Context: an optimization exercise on an open-source flow, tuned for small area. The choices shown serve that exercise and are no tape-out recipe.
Where RTL was checked, it was by simulation tests only, not by an equivalence proof against the original.
The clock input has no modelled driver; a real chip could not lean on it and would need a root buffer or a full tree.
Power and IR drop assume default switching activity.

==> inputs of 01-08 <==
==> flow/design.v (excerpt) <==
module clock(
input clk,
input rst,
input hours_increment,
input hours_decrement,
input mins_increment,
input mins_decrement,
output [7:0] SEG,
output [5:0] ENABLE
    );
==> module debouncer, before the edit <==
module debouncer(
    input CLK,
    input rst,
    input switch_input,
    output trans_dn
    );
reg sync_0_n;    
reg sync_1;
reg state;
reg [6:0] cnt_y;
wire [6:0] x = cnt_y ^ 7'b0101010;
wire idle = (state == sync_1);
wire z = ~|x[5:0];
wire finished = z & ~x[6];
wire fb = x[6] ^ (x[5] | z);
always @(posedge CLK)
begin
  sync_0_n <= ~(switch_input & ~rst);
  sync_1 <= ~(sync_0_n | rst);
  state <= ~rst & (finished ? sync_1 : state);
end
always @(posedge CLK)
  cnt_y <= (idle ? 7'b0000001 : {x[5:0], fb}) ^ 7'b0101010;
assign trans_dn = finished & sync_1 & ~state;
endmodule
Settings: LEC_CHECK=0, ABC_AREA=1, CAP_MARGIN=20, CORE_MARGIN=2, CORE_UTILIZATION=40, GPL_TIMING_DRIVEN=0, PLACE_DENSITY=0.6, SLEW_MARGIN=20; clock period 10.0 ns.
standard.sh (not shown) runs the stock make flow with config.mk's settings and CLKGATE_MAP_FILE= SYNTH_SCRIPT=/design/flow/synth_recipe.tcl, a recipe that flattens the netlist after the stock synthesis.
==> flow/flow/run.sh <==
#!/bin/bash
# Layout flow: the standard synthesis; then the combinational logic between the
# registers re-mapped for area by ABC, every register instance kept as synthesis made
# it, and the result proven equivalent to the standard netlist; then the standard
# layout from floorplan to finish, with the smallest buffer on the ports and a flat
# clock tree (post_cts.tcl).
set -euo pipefail
cd "$(dirname "$0")/.."
W=$PWD
R=$W/orfs/results/$FLOW_PLATFORM/clock/base
LIB=$FLOW_HOME/platforms/$FLOW_PLATFORM/lib/sky130_fd_sc_hd__tt_025C_1v80.lib

bash standard.sh synth > $W/std_synth.log 2>&1
cp $R/1_2_yosys.v $W/std_netlist.v

# candidate re-mappings; the smallest one proven equivalent is kept
SCRIPTS=()
for seed in 0 1 2 3; do
  SCRIPTS+=("+strash;&get -n;&deepsyn -T 60 -S $seed;&put;dch -f;&get -n;&nf -R 1000;&put;mfs2;strash;dch -f;&get -n;&nf -R 1000;&put;topo")
done
SCRIPTS+=("+strash;ifraig;dc2;dch -f;map -a;mfs2;strash;dch -f;map -a;mfs2;strash;dch -f;map -a;topo")
best=$W/std_netlist.v
best_area=$(awk '/Chip area/ {print $NF}' <(yosys -p "read_liberty -lib $LIB; read_verilog $W/std_netlist.v; stat -liberty $LIB" 2>&1))
echo "standard netlist area $best_area" > $W/resynth_summary.log
for i in "${!SCRIPTS[@]}"; do
  (
    RS_LIB=$LIB RS_IN=$W/std_netlist.v RS_OUT=$W/resynth_$i.v RS_TOP=$FLOW_TOP RS_SCRIPT="${SCRIPTS[$i]}" \
      yosys -c $W/flow/resynth.tcl > $W/resynth_$i.log 2>&1 || true
    EQ_LIB=$LIB EQ_A=$W/std_netlist.v EQ_B=$W/resynth_$i.v EQ_TOP=$FLOW_TOP \
      yosys -c $W/flow/equiv.tcl > $W/equiv_$i.log 2>&1 && touch $W/resynth_$i.ok || true
  ) &
done
wait
for i in "${!SCRIPTS[@]}"; do
  [[ -f $W/resynth_$i.ok ]] || { echo "script $i: not proven" >> $W/resynth_summary.log; continue; }
  a=$(awk '/Chip area/ {print $NF}' $W/resynth_$i.v.stat)
  echo "script $i: area $a" >> $W/resynth_summary.log
  if awk -v a="$a" -v b="$best_area" 'BEGIN {exit !(a < b)}'; then best=$W/resynth_$i.v; best_area=$a; fi
done
echo "kept $best ($best_area)" >> $W/resynth_summary.log

# the register instances must be the standard synthesis's, unchanged
grep -E 'sky130_fd_sc_hd__(df|edf|sdf|dl)' $W/std_netlist.v | sort > $W/regs_std.txt
grep -E 'sky130_fd_sc_hd__(df|edf|sdf|dl)' $best | sort > $W/regs_new.txt
cmp $W/regs_std.txt $W/regs_new.txt

cp $best $R/1_2_yosys.v
rm -f $R/1_synth.odb $R/1_synth.sdc
bash standard.sh \
  "BUFFER_PORTS_ARGS=-buffer_cell sky130_fd_sc_hd__buf_1" \
  "CTS_ARGS=-sink_clustering_enable -repair_clock_nets -dont_use_dummy_load -buf_list sky130_fd_sc_hd__clkbuf_8 -root_buf sky130_fd_sc_hd__clkbuf_8" \
  "POST_CTS_TCL=$W/flow/post_cts.tcl" \
  finish > $W/std_layout.log 2>&1
==> flow/flow/resynth.tcl <==
# Re-map the combinational logic of a synthesized netlist for area, keeping every
# flip-flop instance (name, cell type, connections) as it is.
# env: RS_LIB (liberty), RS_IN (netlist), RS_OUT (netlist), RS_TOP, RS_SCRIPT (abc script)
set lib $::env(RS_LIB)
yosys read_liberty -ignore_miss_func $lib
yosys read_verilog -defer $::env(RS_IN)
yosys hierarchy -top $::env(RS_TOP)
# keep sequential cells as instances
yosys setattr -mod -set keep_hierarchy 1 {*__df*} {*__edf*} {*__sdf*} {*__dl*} {*__conb*}
yosys flatten
yosys rename -hide w:_*_.*
yosys opt_clean -purge
yosys opt -purge
yosys abc -liberty $lib -script $::env(RS_SCRIPT) -dont_use *probe* -dont_use *lpflow* -dont_use *clkbuf* -dont_use *clkinv* -dont_use *dly* -dont_use *conb*
yosys opt_clean -purge
yosys setundef -zero
yosys hilomap -singleton -hicell sky130_fd_sc_hd__conb_1 HI -locell sky130_fd_sc_hd__conb_1 LO
yosys insbuf -buf sky130_fd_sc_hd__buf_4 A X
yosys splitnets
yosys opt_clean -purge
yosys select $::env(RS_TOP)
yosys tee -o $::env(RS_OUT).stat stat -liberty $lib
yosys write_verilog -noattr -noexpr -nohex -nodec -selected $::env(RS_OUT)
Other scripts of this flow, unchanged in this note and not shown: flow/flow/equiv.tcl, flow/flow/post_cts.tcl
==> 04-17 (differences from 01-08) <==
--- a/flow/design.v
+++ b/flow/design.v
@@ -75,23 +75,23 @@
     output trans_dn
     );
 reg sync_0_n;    
-reg sync_1;
+reg diff;        
 reg state;
 reg [6:0] cnt_y;
 wire [6:0] x = cnt_y ^ 7'b0101010;
-wire idle = (state == sync_1);
+wire idle = ~diff;
 wire z = ~|x[5:0];
 wire finished = z & ~x[6];
 wire fb = x[6] ^ (x[5] | z);
 always @(posedge CLK)
 begin
   sync_0_n <= ~(switch_input & ~rst);
-  sync_1 <= ~(sync_0_n | rst);
-  state <= ~rst & (finished ? sync_1 : state);
+  state <= ~rst & (state ^ (finished & diff));
+  diff <= ~rst & (~sync_0_n ^ state ^ (finished & diff));
 end
 always @(posedge CLK)
   cnt_y <= (idle ? 7'b0000001 : {x[5:0], fb}) ^ 7'b0101010;
-assign trans_dn = finished & sync_1 & ~state;
+assign trans_dn = finished & diff & ~state;
 endmodule
 module refresh(
     input clk,
--- a/flow/flow/run.sh
+++ b/flow/flow/run.sh
@@ -16,7 +16,7 @@
 # candidate re-mappings; the smallest one proven equivalent is kept
 SCRIPTS=()
 for seed in 0 1 2 3; do
-  SCRIPTS+=("+strash;&get -n;&deepsyn -T 60 -S $seed;&put;dch -f;&get -n;&nf -R 1000;&put;mfs2;strash;dch -f;&get -n;&nf -R 1000;&put;topo")
+  SCRIPTS+=("+strash;&get -n;&deepsyn -T 60 -S $seed;&put;dch -f;&get -n;&nf -R 1000;&put;mfs2;strash;dch -f;&get -n;&nf -R 1000;&put;mfs3 -a;topo")
 done
 SCRIPTS+=("+strash;ifraig;dc2;dch -f;map -a;mfs2;strash;dch -f;map -a;mfs2;strash;dch -f;map -a;topo")
 best=$W/std_netlist.v
--- a/flow/flow/resynth.tcl
+++ b/flow/flow/resynth.tcl
@@ -15,7 +15,6 @@
 yosys opt_clean -purge
 yosys setundef -zero
 yosys hilomap -singleton -hicell sky130_fd_sc_hd__conb_1 HI -locell sky130_fd_sc_hd__conb_1 LO
-yosys insbuf -buf sky130_fd_sc_hd__buf_4 A X
 yosys splitnets
 yosys opt_clean -purge
 yosys select $::env(RS_TOP)
==> comparison <==
01-08 produced a clean layout. 04-17 completed with no timing, DRC or antenna violations. Of 04-17 and 01-08, 04-17 has the higher area after synthesis (gap 0.25%, measured against 01-08). Core utilization: 04-17 is lower than 01-08 (0.22 points). In 01-08 the first-iteration DRC count is lower than in 04-17, by about 18%. Against 04-17, the via count of 01-08 is larger by about 2%. In 01-08 the maximum frequency is higher than in 04-17, by about 9%. Between 04-17 and 01-08, the lower total power is in 01-08 (gap 2.4%, measured against 01-08). In clock power, 01-08 and 04-17 hardly differ. In 04-17 the sequential power is higher than in 01-08, by about 2%. In sequential cell count, 04-17 and 01-08 do not differ. In 04-17 the combinational power is higher than in 01-08, by 20%. Synthesized cell count: 04-17 is lower than 01-08 (3.5%).
==> figures <==
Slew at the pin closest to its max-slew limit: 04-17 0.875 ns; 01-08 0.764 ns
Met3 track demand over resource: 04-17 2.66%; 01-08 2.57%
Vias after detailed routing: 04-17 2,344; 01-08 2,390
Maximum clock frequency: 04-17 261 MHz; 01-08 283 MHz
End of the critical path: 04-17 t_hours; 01-08 SEG[4]
Wire length on met3: 04-17 197 µm; 01-08 237 µm
RR Endpoint: 04-17 t_hours; 01-08 t_mins[2]
Sequential portion of the cell area: 04-17 49.7%; 01-08 49.7%
HP Start: 04-17 inst3.cnt_y[4]; 01-08 inst3.sync_0_n
Result of the run: 04-17 no timing/DRC/antenna violations; 01-08 no timing/DRC/antenna violations
Max FO, Critical Path: 04-17 7; 01-08 8
Average size of a mapped cell: 04-17 9.24 µm²; 01-08 8.89 µm²
Power per cell area: 04-17 154 mW/mm²; 01-08 151 mW/mm²
Non-CTS inverters: 04-17 12; 01-08 13
Critical Path End Type: 04-17 flip-flop; 01-08 output port
Die extent in y: 04-17 91.3 µm; 01-08 91.2 µm
Clk pwr share: 04-17 26.1%; 01-08 26.8%
Most frequent cell on the critical path: 04-17 and3_1; 01-08 a21oi_1
Combined area of the multi-input logic cells: 04-17 0.00139 mm²; 01-08 0.00137 mm²
Crit path launch: 04-17 in.pre[3]; 01-08 in.digit_shown_n[1]
Critical path class: 04-17 flip-flop to flip-flop; 01-08 flip-flop to output port
Stages on the worst setup path: 04-17 10; 01-08 6
Core area: 04-17 0.00733 mm²; 01-08 0.00729 mm²
Function not checked in 04-17: the RTL went through the layout flow alone. No run of this note takes its clock network from TritonCTS; it comes from the design's own scripts or RTL.

-- static timing again, ports no longer ideal --
In the flow no input, the clock included, has a driving cell. The finished layouts below were timed again as built, in two steps. Step 1 sets driving cells, clkbuf_16 on the clock port and buf_2 on the other inputs (assumed; they add their load-dependent delay and slew). Step 2 times the ports against the registers' clock, not the clock port: input delays grow and output delays shrink by t, the midpoint of the rising clock arrivals with the driver on. Slacks: ideal / step 1 / step 2; pairs: ideal / step 1.
| run | t (ns) | setup slack, ns | hold WS [ns] | clock arrival spread, ns | cell pins on the clock port's net |
|---|---|---|---|---|---|
| 01-08 | 0.259 | 6.472 / 6.435 / 6.532 | 0.377 / 0.377 / 0.377 | 0.033 / 0.032 | 1 |
| 04-17 | 0.265 | 6.162 / 6.162 / 6.162 | 0.373 / 0.373 / 0.373 | 0.033 / 0.033 | 1 |
After both steps every run listed still meets setup and hold.
